This design comes from an exercise in tuning for a short achievable clock period and few clock cycles on the open sky130 flow, not from production work. Function was checked by simulation only, so behaviour that the tests miss may differ from the original.

==> trial 70 <==
==> flow/design.v (excerpt) <==
module lc4_core
   (input  wire        clk,
    input  wire        rst,
    output wire [15:0] o_cur_pc,
    input  wire [15:0] i_cur_insn,
    output wire [15:0] o_dmem_addr,
    input  wire [15:0] i_cur_dmem_data,
    output wire        o_dmem_we,
    output wire [15:0] o_dmem_towrite,
    output wire [1:0]  test_stall,
    output wire [15:0] test_cur_pc,
    output wire [15:0] test_cur_insn,
    output wire        test_regfile_we,
    output wire [2:0]  test_regfile_wsel,
    output wire [15:0] test_regfile_data,
    output wire        test_nzp_we,
    output wire [2:0]  test_nzp_new_bits,
    output wire        test_dmem_we,
    output wire [15:0] test_dmem_addr,
    output wire [15:0] test_dmem_data
    );
   function [2:0] nzp_of(input [15:0] v);
      nzp_of = v[15] ? 3'b100 : ((v == 16'd0) ? 3'b010 : 3'b001);
   endfunction
   reg        rst_q;
   reg [15:0] pc_f;
   reg [15:0] ir_raw, pc_raw;
   reg        v_raw;
   reg [15:0] pnext_raw;
   reg        phit_raw;
   reg [1:0]  pctr_raw;
   reg        sel_skid;
   reg [15:0] skid_insn, skid_pc, skid_pnext;
   reg        skid_v, skid_phit;
   reg [1:0]  skid_pctr;
   localparam BL = 4;
   localparam BN = 1 << BL;
   reg [15:0] btb_tgt [0:BN-1];
   reg [BL-1:0] btb_tag [0:BN-1];
   reg [1:0]  btb_ctr [0:BN-1];
   reg [BN-1:0] btb_ret;
   reg [BN-1:0] btb_val;
   reg          u_wr, u_cwr, u_inv, u_ret;
   reg [BL-1:0] u_idx, u_tag;
   reg [15:0]   u_tgt;
   reg [1:0]    u_ctr;
   reg [15:0] ras0, ras1;
   reg        x_v;
   reg [15:0] x_insn, x_pc, x_a, x_b;
   reg        x_byp_a, x_byp_b;
   reg [2:0]  x_dst;
   reg        x_we, x_nzpw, x_ld, x_st, x_mul, x_div, x_mod;
   reg [15:0] x_addr, x_sdata;
   reg        x_defer, x_phit;
   reg [1:0]  x_pctr;
   reg [15:0] x_pnext, x_tgt;
   reg        mem_we;
   reg        w_v;
   reg [15:0] w_pc, w_insn, w_val, w_addr, w_sdata;
   reg [2:0]  w_dst;
   reg        w_we, w_nzpw, w_isld, w_isst;
   reg        t_v;
   reg [15:0] t_pc, t_insn, t_data, t_daddr, t_ddata;
   reg        t_we, t_nzpw, t_dwe;
   reg [2:0]  t_wsel, t_nzp;
   reg [15:0] rf0, rf1, rf2, rf3, rf4, rf5, rf6, rf7;
   reg [2:0]  nzp_r;
   reg        div_busy;
  ...
==> flow/config.mk <==
export PLATFORM = sky130hd
export DESIGN_NAME = lc4_core
export DESIGN_NICKNAME = lc4_core
export VERILOG_FILES = /design/flow/design.v
export SDC_FILE = /design/flow/constraint.sdc
export NUM_CORES = 4
export LEC_CHECK = 0
export CAP_MARGIN = 20
export CORE_MARGIN = 2
export CORE_UTILIZATION = 40
export SLEW_MARGIN = 20
==> flow/constraint.sdc <==
create_clock -name core_clock -period 40.0 [get_ports {clk}]
set_input_delay 8.0000 -clock core_clock [delete_from_list [all_inputs] [get_ports {clk}]]
set_output_delay 8.0000 -clock core_clock [all_outputs]
set_load 0.01 [all_outputs]
standard.sh (not shown) runs the stock make flow with config.mk's settings and CLKGATE_MAP_FILE= SYNTH_SCRIPT=/design/flow/synth_recipe.tcl, a recipe that flattens the netlist after the stock synthesis.
==> flow/flow/run.sh <==
#!/bin/bash
set -euo pipefail
bash standard.sh SETUP_SLACK_MARGIN=31.2 GPL_TIMING_DRIVEN=1 SKIP_GATE_CLONING=1 MATCH_CELL_FOOTPRINT=0 finish > flow_make.log 2>&1
==> inputs of build 55, as changes to trial 70 <==
--- a/flow/design.v
+++ b/flow/design.v
@@ -595,13 +595,13 @@
    reg        phit_raw;
    reg [1:0]  pctr_raw;
    reg        sel_skid;
    reg [15:0] skid_insn, skid_pc, skid_pnext;
    reg        skid_v, skid_phit;
    reg [1:0]  skid_pctr;
-   localparam BL = 4;
+   localparam BL = 6;
    localparam BN = 1 << BL;
    reg [15:0] btb_tgt [0:BN-1];
    reg [BL-1:0] btb_tag [0:BN-1];
    reg [1:0]  btb_ctr [0:BN-1];
    reg [BN-1:0] btb_ret;
    reg [BN-1:0] btb_val;
==> flow/flow/run.sh (replaced) <==
#!/bin/bash
set -euo pipefail
bash standard.sh SETUP_SLACK_MARGIN=30.8 SKIP_GATE_CLONING=1 MATCH_CELL_FOOTPRINT=0 finish > flow_make.log 2>&1
==> flow_metrics.tcl <==
set metrics [dict create \
    slowest_delay_ns 0.39 \
    cp.buffers_inverters 1 \
    stdcell_count 8428 \
    hpwl_um 165000 \
    synth-adder-area-share_pct 8.18 \
    status "no timing/DRC/antenna violations" \
]
Source of the figures above: trial 70

==> flow_metrics.tcl <==
set metrics [dict create \
    hpwl_um 257000 \
    slowest_delay_ns 0.37 \
    stdcell_count 12867 \
    status "no timing/DRC/antenna violations" \
]
Source of the figures above: build 55

Testbench counts of trial 70, summed over its fixed seeds: cycles 53,495.
Testbench counts of build 55, summed over its fixed seeds: cycles 52,563.

-- separate check: timing with driven ports --
In the flow no input, the clock included, has a driving cell. The finished layouts below were timed again as built, in two steps. Step 1 (the two cells are an assumption about what drives the block):
set clk [get_ports {clk}]
set_driving_cell -lib_cell sky130_fd_sc_hd__clkbuf_16 $clk
set_driving_cell -lib_cell sky130_fd_sc_hd__buf_2 [delete_from_list [all_inputs] $clk]
Step 2 times the ports against the registers' clock, not the clock port: input delays grow and output delays shrink by t, the midpoint of the rising clock arrivals with the driver on. Slacks: ideal ports / drivers / drivers and shift; pairs: ideal ports / drivers.
run	shift t [ns]	slack for setup (ns)	worst setup path at the end
trial 70	0.858	30.685 / 30.604 / 30.722	input to register
build 55	0.951	30.583 / 30.488 / 30.528	input to register
After both steps setup and hold are still met in every run listed. For build 55, which loses most, drivers alone change the setup slack by -0.095 ns; drivers and shift together by -0.055 ns.
